Context: an optimization exercise on an open-source flow, tuned for small area and a short achievable clock period. The choices shown serve that exercise and are no tape-out recipe.
Where RTL was checked, it was by simulation tests only, not by an equivalence proof against the original.

==> flow/design.v <==
`timescale 1ns / 1ps
module lab4_2( 
              input wire      mode,
              input wire[2:0] opCode,
              input wire[3:0] value,
              input clk,
              input reset,
              output reg[9:0] result,
              output reg cacheFull,
              output reg invalidOp,
              output reg overflow);
    reg [6:0] mem[0:31];
    reg [9:0]  p1;      
    reg [11:0] p1x3;    
    reg [5:0]  cnt;     
    reg [3:0]  start;   
    reg [4:0]  nxt;     
    reg        last;    
    reg [6:0]  cur;     
    reg [3:0]  tgt;     
    wire [2:0] cop = cur[6:4];
    wire [3:0] cv  = cur[3:0];
    wire full  = cnt[5];
    wire empty = (cnt == 6'd0);
    wire valid = (opCode[1:0] != 2'b11);
    wire store = !mode && !full && valid;
    wire exec  = mode && !empty;
    wire jump  = cop[2] & cop[1];
    function isjump;
        input [6:0] e;
        isjump = e[6] & e[5];
    endfunction
    wire [11:0] sum = result + cv + (cop[0] ? p1 : 10'd0);
    function [9:0] row;
        input [1:0] d;
        input [9:0] b;
        input [9:0] b3;
        case (d)
            2'd0: row = 10'd0;
            2'd1: row = b;
            2'd2: row = {b[8:0], 1'b0};
            default: row = b3;
        endcase
    endfunction
    wire [9:0] r0 = row(result[1:0], p1, p1x3[9:0]);
    wire [9:0] r1 = row(result[3:2], p1, p1x3[9:0]);
    wire [9:0] r2 = row(result[5:4], p1, p1x3[9:0]);
    wire [9:0] r3 = row(result[7:6], p1, p1x3[9:0]);
    wire [9:0] r4 = row(result[9:8], p1, p1x3[9:0]);
    wire [12:0] plo = {3'd0, r0}
                    + {3'd0, r1[7:0], 2'd0}
                    + {3'd0, r2[5:0], 4'd0}
                    + {3'd0, r3[3:0], 6'd0}
                    + {3'd0, r4[1:0], 8'd0}
                    + cv;
    wire [9:0] p1or = {p1[9], p1[9] | p1[8], p1[9] | p1[8] | p1[7],
                       |p1[9:6], |p1[9:5], |p1[9:4], |p1[9:3], |p1[9:2], |p1[9:1], |p1[9:0]};
    wire phi = (result[1] & p1or[9]) | (result[2] & p1or[8]) | (result[3] & p1or[7])
             | (result[4] & p1or[6]) | (result[5] & p1or[5]) | (result[6] & p1or[4])
             | (result[7] & p1or[3]) | (result[8] & p1or[2]) | (result[9] & p1or[1]);
    wire thi = (result[1:0] == 2'd3 && p1x3[11:10] != 2'd0)
             | (result[3:2] == 2'd3 && p1x3[11:8]  != 4'd0)
             | (result[5:4] == 2'd3 && p1x3[11:6]  != 6'd0)
             | (result[7:6] == 2'd3 && p1x3[11:4]  != 8'd0)
             | (result[9:8] == 2'd3 && p1x3[11:2]  != 10'd0);
    wire movf = (plo[12:10] != 3'd0) | phi | thi;
    wire [3:0] pop = result[0] + result[1] + result[2] + result[3] + result[4]
                   + result[5] + result[6] + result[7] + result[8] + result[9];
    wire [9:0] rev = {result[0], result[1], result[2], result[3], result[4],
                      result[5], result[6], result[7], result[8], result[9]};
    reg [9:0] nres;
    reg       novf;
    always @* begin
        case (cop[2:1])
            2'b00:   begin nres = sum[9:0]; novf = sum[11:10] != 2'd0; end
            2'b01:   begin nres = plo[9:0]; novf = movf; end
            default: begin nres = cop[0] ? rev : {6'd0, pop}; novf = 1'b0; end
        endcase
    end
    wire [4:0] nidx = last ? {1'b0, tgt} : nxt;        
    wire [5:0] nidx1 = nidx + 6'd1;
    reg [6:0] rdat;                                      
    integer k;
    always @* begin
        rdat = 7'd0;
        for (k = 0; k < 32; k = k + 1)
            rdat = rdat | (mem[k] & {7{nidx == k}});
    end
    reg [6:0] ncur;
    reg [3:0] nst;
    always @* begin
        ncur = cur;
        nst  = start;
        if (empty)
            ncur = {opCode, value};
        else if (mode) begin
            ncur = rdat;
            nst  = tgt;
        end
    end
    always @(posedge clk) begin
        if (store)
            mem[cnt[4:0]] <= {opCode, value};
        cur <= ncur;
        tgt <= isjump(ncur) ? ncur[3:0] : nst;
    end
    always @(posedge clk or posedge reset) begin
        if (reset) begin
            result    <= 10'd0;
            p1        <= 10'd0;
            p1x3      <= 12'd0;
            overflow  <= 1'b0;
            cacheFull <= 1'b0;
            invalidOp <= 1'b0;
            cnt       <= 6'd0;
            start     <= 4'd0;
            nxt       <= 5'd1;
            last      <= 1'b0;
        end else begin
            if (!mode) begin
                if (full)
                    cacheFull <= 1'b1;
                else begin
                    invalidOp <= !valid;
                    if (valid) begin
                        cnt  <= cnt + 6'd1;
                        last <= empty;
                    end
                end
            end else if (!empty) begin
                nxt   <= nidx1[4:0];
                last  <= (nidx1 == cnt);
                start <= tgt;
                if (!jump) begin
                    result   <= nres;
                    p1       <= result;
                    p1x3     <= {2'd0, result} + {1'b0, result, 1'b0};
                    overflow <= novf;
                end
            end
        end
    end
endmodule
export LEC_CHECK = 0
export CAP_MARGIN = 20
export CORE_MARGIN = 2
export CORE_UTILIZATION = 40
export SLEW_MARGIN = 20
create_clock -name core_clock -period 8.0 [get_ports {clk}]
run.sh (not shown) runs the stock make flow with config.mk's settings and CLKGATE_MAP_FILE= SYNTH_SCRIPT=/design/flow/synth_recipe.tcl, a recipe that flattens the netlist after the stock synthesis.
The starting point finished clean.
Then changed:
- SETUP_SLACK_MARGIN: not set -> 4.0
Result:
- first-iteration DRC count increases by about 18%
- sequential share of layout area decreases by 2.1 points
- worst hold slack is better by 5.3 ps
- fmax increases by 15%
Then changed:
- SETUP_SLACK_MARGIN: 4.0 -> 3.5
After rerunning: Non-clock buffer count drops by 8. Critical path depth drops by 1. Cell count drops by 0.64%.
Then changed:
- SETUP_SLACK_MARGIN: 3.5 -> 4.6
What happened:
- clock skew grows by 26 ps
- worst hold slack degrades by 7.2 ps
- via count rose by 1.2%

* * *

Another version of the RTL of lab4_2 (not shown whole).
Size: ~1000 cells after synthesis, roughly 270 flip-flops, ~23 I/O pins, roughly 0.014 mm² of cells after synthesis.
Design lab4_2, start of the top module:
module lab4_2( 
              input wire      mode,
              input wire[2:0] opCode,
              input wire[3:0] value,
              input clk,
              input reset,
              output reg[9:0] result,
              output reg cacheFull,
              output reg invalidOp,
              output reg overflow);
clock: 8.0 ns
lec_check: 0
cap_margin: 20
core_margin: 2
core_utilization: 40
setup_slack_margin: 4
slew_margin: 20
Rerun with:
--- a/flow/config.mk
+++ b/flow/config.mk
@@ -11 +10,0 @@
-export SETUP_SLACK_MARGIN = 4
Setup slack loses 0.36 ns.
Register-to-register slack degrades by 0.36 ns.
Rerun with:
--- a/flow/config.mk
+++ b/flow/config.mk
@@ -10,0 +11 @@
+export SETUP_SLACK_MARGIN = 2.5
Outcome: The new run produced a clean layout; design area stays the same; setup slack is unchanged; critical path depth is unchanged; fmax does not change.
Function was not checked in any run of this note: the RTL went through the layout flow alone.

* * *

== job 5014 ==
Another version of the RTL of lab4_2 (not shown whole).
Size in the first run: about 1,200 cells after synthesis, roughly 23 I/O pins, about 0.014 mm2 of cells after synthesis.
==> flow/config.mk <==
export PLATFORM = sky130hd
export DESIGN_NAME = lab4_2
export DESIGN_NICKNAME = lab4_2
export VERILOG_FILES = /design/flow/design.v
export SDC_FILE = /design/flow/constraint.sdc
export NUM_CORES = 4
export LEC_CHECK = 0
export CAP_MARGIN = 20
export CORE_MARGIN = 2
export CORE_UTILIZATION = 40
export CTS_BUF_LIST = sky130_fd_sc_hd__clkbuf_8
export CTS_CLUSTER_DIAMETER = 100
export CTS_CLUSTER_SIZE = 14
export SETUP_SLACK_MARGIN = 4.1
export SLEW_MARGIN = 20
==> flow/constraint.sdc <==
create_clock -name core_clock -period 8.0 [get_ports {clk}]
set_input_delay 1.6000 -clock core_clock [delete_from_list [all_inputs] [get_ports {clk}]]
set_output_delay 1.6000 -clock core_clock [all_outputs]
set_load 0.01 [all_outputs]
### job 5014 -> job 7089
Settings: CORE_UTILIZATION: 40 -> 50; SETUP_SLACK_MARGIN: 4.1 -> 4.4; CTS_CLUSTER_SIZE: 14 -> 12.
==> flow/flow/run.sh (new file) <==
#!/bin/bash
# The standard layout (the standard.sh, unchanged synthesis), except that
# the port buffers are sky130_fd_sc_hd__buf_2 cells rather than the delay
# buffer that buffer_ports picks by default. Full tool output goes to
# standard.log here; ORFS's own per-step logs stay under orfs/logs.
set -euo pipefail
export BUFFER_PORTS_ARGS="-buffer_cell sky130_fd_sc_hd__buf_2"
bash standard.sh > standard.log 2>&1
==> flow/standard.sh (new file) <==
#!/bin/bash
# synth_recipe.tcl (not shown) runs the flow's synth.tcl, then flattens the netlist and writes it again
# the make line also repeats each setting of config.mk as NAME=value (left out here)
make -C /OpenROAD-flow-scripts/flow DESIGN_CONFIG=/design/flow/config.mk WORK_HOME=/design/flow/orfs CLKGATE_MAP_FILE= SYNTH_SCRIPT=/design/flow/synth_recipe.tcl "${@:-finish}"
removed: flow/run.sh
[summary]
Compared with job 5014, in job 7089 total stage count of the critical path went up, wire length went up.
Job 7089 vs job 5014 — via count of the first global-routing pass rose 4.1%.
Re number of cells produced by synthesis: no difference whatsoever between job 5014 and job 7089.
In job 7089 relative to job 5014, global-route wire length before repair had gone up by a few percent.
The flow did not stop early for job 7089: all stages ran, and the layout cleared the timing, DRC and antenna checks.
Compared job 7089 vs job 5014, and worst setup margin is up in job 7089.
| length of routed met2 wiring | lower: job 7089 |
Job 7089 vs job 5014: net count of the finished layout up slightly
### job 7089 -> job 540
Settings: SLEW_MARGIN changed from 20 to 5; CAP_MARGIN changed from 20 to 5; CORE_UTILIZATION changed from 50 to 40.
### Flow results
Summary of job 540 over job 7089: global-route wire length before repair -1.6 mm, count of clock-buffer cells in the layout roughly the same. DRC marker count from the first detailed-route iteration, job 540 and job 7089, higher one = job 7089. In the reports for job 540 and job 7089, the larger part of the cycle the worst path needs belongs to job 7089. Job 540 vs job 7089 — final design area excluding fillers climbed slightly. Diff job 7089 -> job 540: number of logic stages on the critical path including buffering held; placer congestion estimate higher; synthesized-area fraction occupied by and/or/nand/nor cells shows no meaningful change.
Edits applied to the flow inputs when going from job 540 to job 875:
Settings: SLEW_MARGIN changed from 5 to 20; CAP_MARGIN changed from 5 to 20; SETUP_SLACK_MARGIN changed from 4.4 to 4.1.
==> flow/run.sh (new file) <==
#!/bin/bash
# synth_recipe.tcl (not shown) runs the flow's synth.tcl, then flattens the netlist and writes it again
# the make line also repeats each setting of config.mk as NAME=value (left out here)
make -C /OpenROAD-flow-scripts/flow DESIGN_CONFIG=/design/flow/config.mk WORK_HOME=/design/flow/orfs CLKGATE_MAP_FILE= SYNTH_SCRIPT=/design/flow/synth_recipe.tcl finish
removed: flow/flow/run.sh
removed: flow/standard.sh
==> comparison <==
Row share of cell area taken by flip-flops and latches: job 875 higher / job 540 lower. Of the two values seen for category of the critical setup timing path, input port to flip-flop was produced by job 875 and flip-flop to flip-flop by job 540. Cell area after synthesis: job 540 vs job 875 identical. Summary of job 875 over job 540: post-CTS resize count moved down; wire length went down; final cell count moved down; worst setup slack decreased 0.23 ns; fraction of the core area covered by cells at the end of the flow went down by 0.74 points. Job 875 against job 540; count of plain and timing-repair buffers in the layout is down by more than a quarter.
[inputs] job 553 vs job 875
==> flow/flow/run.sh (new file) <==
#!/bin/bash
# The standard layout (the standard.sh, unchanged synthesis), except that
# the port buffers are sky130_fd_sc_hd__buf_2 cells rather than the delay
# buffer that buffer_ports picks by default, and the resizer may swap cells
# across footprints. Full tool output goes to standard.log here; ORFS's own
# per-step logs stay under orfs/logs.
set -euo pipefail
export BUFFER_PORTS_ARGS="-buffer_cell sky130_fd_sc_hd__buf_2"
bash standard.sh MATCH_CELL_FOOTPRINT=0 finish > standard.log 2>&1
==> flow/standard.sh (new file) <==
#!/bin/bash
# synth_recipe.tcl (not shown) runs the flow's synth.tcl, then flattens the netlist and writes it again
# the make line also repeats each setting of config.mk as NAME=value (left out here)
make -C /OpenROAD-flow-scripts/flow DESIGN_CONFIG=/design/flow/config.mk WORK_HOME=/design/flow/orfs CLKGATE_MAP_FILE= SYNTH_SCRIPT=/design/flow/synth_recipe.tcl "${@:-finish}"
removed: flow/run.sh
Notes after the runs:
From job 875 to job 553 the numbers moved as follows: non-clock buffer count lost 6.4%, area of all placed cells without fillers lost about 1.4%, area occupied by registers neither gained nor lost much, length in cells of the worst reg-to-reg path lost 4. Summary of job 553 over job 875: setup slack picked up an extra 0.10 ns, sequential cell count essentially unchanged. | maximum fanout count along the critical path | higher: job 553 |. Re core utilization: job 875 was higher than job 553. Re hold slack: job 553 is 0.0089 ns up on job 875.

* * *

Another version of the RTL of lab4_2 (not shown whole).
Size: about 1200 cells after synthesis, ~290 flip-flops, about 23 I/O pins, ~15000 um2 of cells after synthesis.
## lab4_2
module lab4_2( 
              input wire      mode,
              input wire[2:0] opCode,
              input wire[3:0] value,
              input clk,
              input reset,
              output reg[9:0] result,
              output reg cacheFull,
              output reg invalidOp,
              output reg overflow);
    reg [6:0] mem[0:31];
    reg [9:0]  p1;      
    reg [11:0] p1x3;    
    reg [5:0]  cnt;     
    reg [3:0]  start;   
    reg [4:0]  nxt;     
    reg        last;    
    reg [6:0]  cur;     
    reg [3:0]  tgt;     
    wire [2:0] cop = cur[6:4];
    wire [3:0] cv  = cur[3:0];
    wire full  = cnt[5];
    wire empty = (cnt == 6'd0);
    wire valid = (opCode[1:0] != 2'b11);
    wire store = !mode && !full && valid;
    wire exec  = mode && !empty;
    wire jump  = cop[2] & cop[1];
    function isjump;
        input [6:0] e;
        isjump = e[6] & e[5];
    endfunction
    wire [11:0] sum = result + cv + (cop[0] ? p1 : 10'd0);
    function [9:0] row;
        input [1:0] d;
        input [9:0] b;
        input [9:0] b3;
        case (d)
            2'd0: row = 10'd0;
            2'd1: row = b;
            2'd2: row = {b[8:0], 1'b0};
            default: row = b3;
        endcase
    endfunction
    wire [9:0] r0 = row(result[1:0], p1, p1x3[9:0]);
    wire [9:0] r1 = row(result[3:2], p1, p1x3[9:0]);
    wire [9:0] r2 = row(result[5:4], p1, p1x3[9:0]);
    wire [9:0] r3 = row(result[7:6], p1, p1x3[9:0]);
  ...
Settings: LEC_CHECK=0, CAP_MARGIN=20, CORE_MARGIN=2, CORE_UTILIZATION=40, CTS_CLUSTER_DIAMETER=150, CTS_CLUSTER_SIZE=20, SETUP_SLACK_MARGIN=4.7, SLEW_MARGIN=20; clock period 8.0 ns.
Stock flow here: none of the scripts above is used.
Next try:
Settings changed: CTS_BUF_LIST set to sky130_fd_sc_hd__clkbuf_8, CTS_CLUSTER_DIAMETER 150 to 100, CTS_CLUSTER_SIZE 20 to 14, SETUP_SLACK_MARGIN 4.7 to 4.1.
What happened:
- The changed run passed the timing, DRC and antenna checks
- clock-buffer cell count falls by 6
- setup slack degrades by 210 ps
- non-clock buffer count falls by 37
- maximum frequency falls by 5.4%
- sequential cell count is unchanged
- die area is unchanged
- core utilization falls by 3.5 points
- first-iteration DRC count falls by 3.6%
- global-route usage falls by 0.11 points

* * *

RTL: one of the versions met above, not the one the previous note started from.
Size: about 1200 cells after synthesis, ~270 flip-flops, roughly 23 I/O pins, about 14000 um^2 of cells after synthesis.
==> flow/config.mk <==
export PLATFORM = sky130hd
export DESIGN_NAME = lab4_2
export DESIGN_NICKNAME = lab4_2
export VERILOG_FILES = /design/flow/design.v
export SDC_FILE = /design/flow/constraint.sdc
export NUM_CORES = 4
export LEC_CHECK = 0
export CAP_MARGIN = 20
export CORE_MARGIN = 2
export CORE_UTILIZATION = 40
export CTS_BUF_LIST = sky130_fd_sc_hd__clkbuf_8
export CTS_CLUSTER_DIAMETER = 100
export CTS_CLUSTER_SIZE = 12
export SETUP_SLACK_MARGIN = 4.7
export SLEW_MARGIN = 20
==> flow/constraint.sdc <==
create_clock -name core_clock -period 8.0 [get_ports {clk}]
set_input_delay 1.6000 -clock core_clock [delete_from_list [all_inputs] [get_ports {clk}]]
set_output_delay 1.6000 -clock core_clock [all_outputs]
set_load 0.01 [all_outputs]
standard.sh (not shown) runs the stock make flow with config.mk's settings and CLKGATE_MAP_FILE= SYNTH_SCRIPT=/design/flow/synth_recipe.tcl, a recipe that flattens the netlist after the stock synthesis.
==> flow/flow/run.sh <==
#!/bin/bash
# The standard layout (the standard.sh, unchanged synthesis), except that
# the port buffers are sky130_fd_sc_hd__buf_2 cells rather than the delay
# buffer that buffer_ports picks by default. Full tool output goes to
# standard.log here; ORFS's own per-step logs stay under orfs/logs.
set -euo pipefail
export BUFFER_PORTS_ARGS="-buffer_cell sky130_fd_sc_hd__buf_2"
bash standard.sh > standard.log 2>&1
The first run finished with timing, DRC and antenna clean.
Then changed:
Settings changed: SETUP_SLACK_MARGIN 4.7 to 4.1.
After rerunning: The new run completed with no timing, DRC or antenna violations. Setup slack loses 130 ps. Area after synthesis stays the same.
Then changed:
Settings changed: SETUP_SLACK_MARGIN 4.1 to 4.4.
Outcome: Via count rose by 1.8%; global-route usage barely changes; worst setup slack gets better by 130 ps; area after synthesis is unchanged; final area rose by 3.2%; sequential share of layout area fell by 1.6 points.
Then changed:
==> flow/run.sh (new file) <==
#!/bin/bash
# synth_recipe.tcl (not shown) runs the flow's synth.tcl, then flattens the netlist and writes it again
# the make line also repeats each setting of config.mk as NAME=value (left out here)
make -C /OpenROAD-flow-scripts/flow DESIGN_CONFIG=/design/flow/config.mk WORK_HOME=/design/flow/orfs CLKGATE_MAP_FILE= SYNTH_SCRIPT=/design/flow/synth_recipe.tcl finish
Settings changed: SETUP_SLACK_MARGIN 4.4 to 3.8.
removed: flow/flow/run.sh
removed: flow/standard.sh
After rerunning: The changed run finished clean; wire length shrinks by 2.1%; first-iteration DRC count grows by 0.65%; final cell count shrinks by 1.8%; setup slack is worse by 360 ps; final area shrinks by 2.6%; die area does not change; area after synthesis does not change; fmax shrinks by 8.8%; utilization shrinks by 1.2 points.

static timing again, ports no longer ideal:
The flow's constraints put no driver on any port. The routed layouts listed below were extracted and timed again, unchanged, in two steps.
Step 1: set_driving_cell puts a clkbuf_16 on clk and a buf_2 on each other input, an assumption about the parent block.
Step 2 also shifts input and output timing later by t, the mid clock arrival at the registers, as if the neighbouring blocks saw the same clock.
a / b / c = no drivers / after step 1 / after step 2; a / b = the first two.
run | shift t [ns] | setup slack, ns | worst setup path at the end | worst data-port slew with drivers (ns)
the first run of note 1 | 0.577 | 3.037 / 3.037 / 2.994 | input to register | 0.03
the second run of note 1 | 0.583 | 3.693 / 3.693 / 3.480 | input to register | 0.03
the third run of note 1 | 0.643 | 3.641 / 3.641 / 3.339 | input to register | 0.03
the fourth run of note 1 | 0.646 | 3.636 / 3.636 / 3.636 | register to register | 0.03
the first run of note 2 | 0.587 | 3.413 / 3.413 / 3.413 | register to register | 0.03
the second run of note 2 | 0.574 | 3.051 / 3.051 / 3.051 | register to register | 0.04
the third run of note 2 | 0.574 | 3.051 / 3.051 / 3.051 | register to register | 0.04
job 5014 | 0.627 | 4.071 / 4.097 / 3.470 | input to register | 0.04
job 7089 | 0.645 | 4.201 / 4.201 / 3.939 | input to register | 0.03
job 540 | 0.647 | 4.296 / 4.296 / 3.910 | input to register | 0.03
job 875 | 0.640 | 4.062 / 4.086 / 3.446 | input to register | 0.04
job 553 | 0.649 | 4.165 / 4.165 / 3.782 | input to register | 0.03
the first run of note 4 | 0.567 | 4.283 / 4.283 / 3.788 | input to register | 0.06
the second run of note 4 | 0.630 | 4.071 / 4.071 / 3.790 | input to register | 0.04
the first run of note 5 | 0.645 | 4.294 / 4.294 / 4.294 | register to register | 0.03
the second run of note 5 | 0.649 | 4.165 / 4.165 / 3.782 | input to register | 0.03
the third run of note 5 | 0.647 | 4.296 / 4.296 / 3.910 | input to register | 0.03
the fourth run of note 5 | 0.643 | 3.940 / 3.940 / 3.410 | input to register | 0.04
After both steps every run listed still meets setup and hold. For job 875, which loses most, drivers alone change the setup slack by +0.024 ns; drivers and shift together by -0.616 ns.
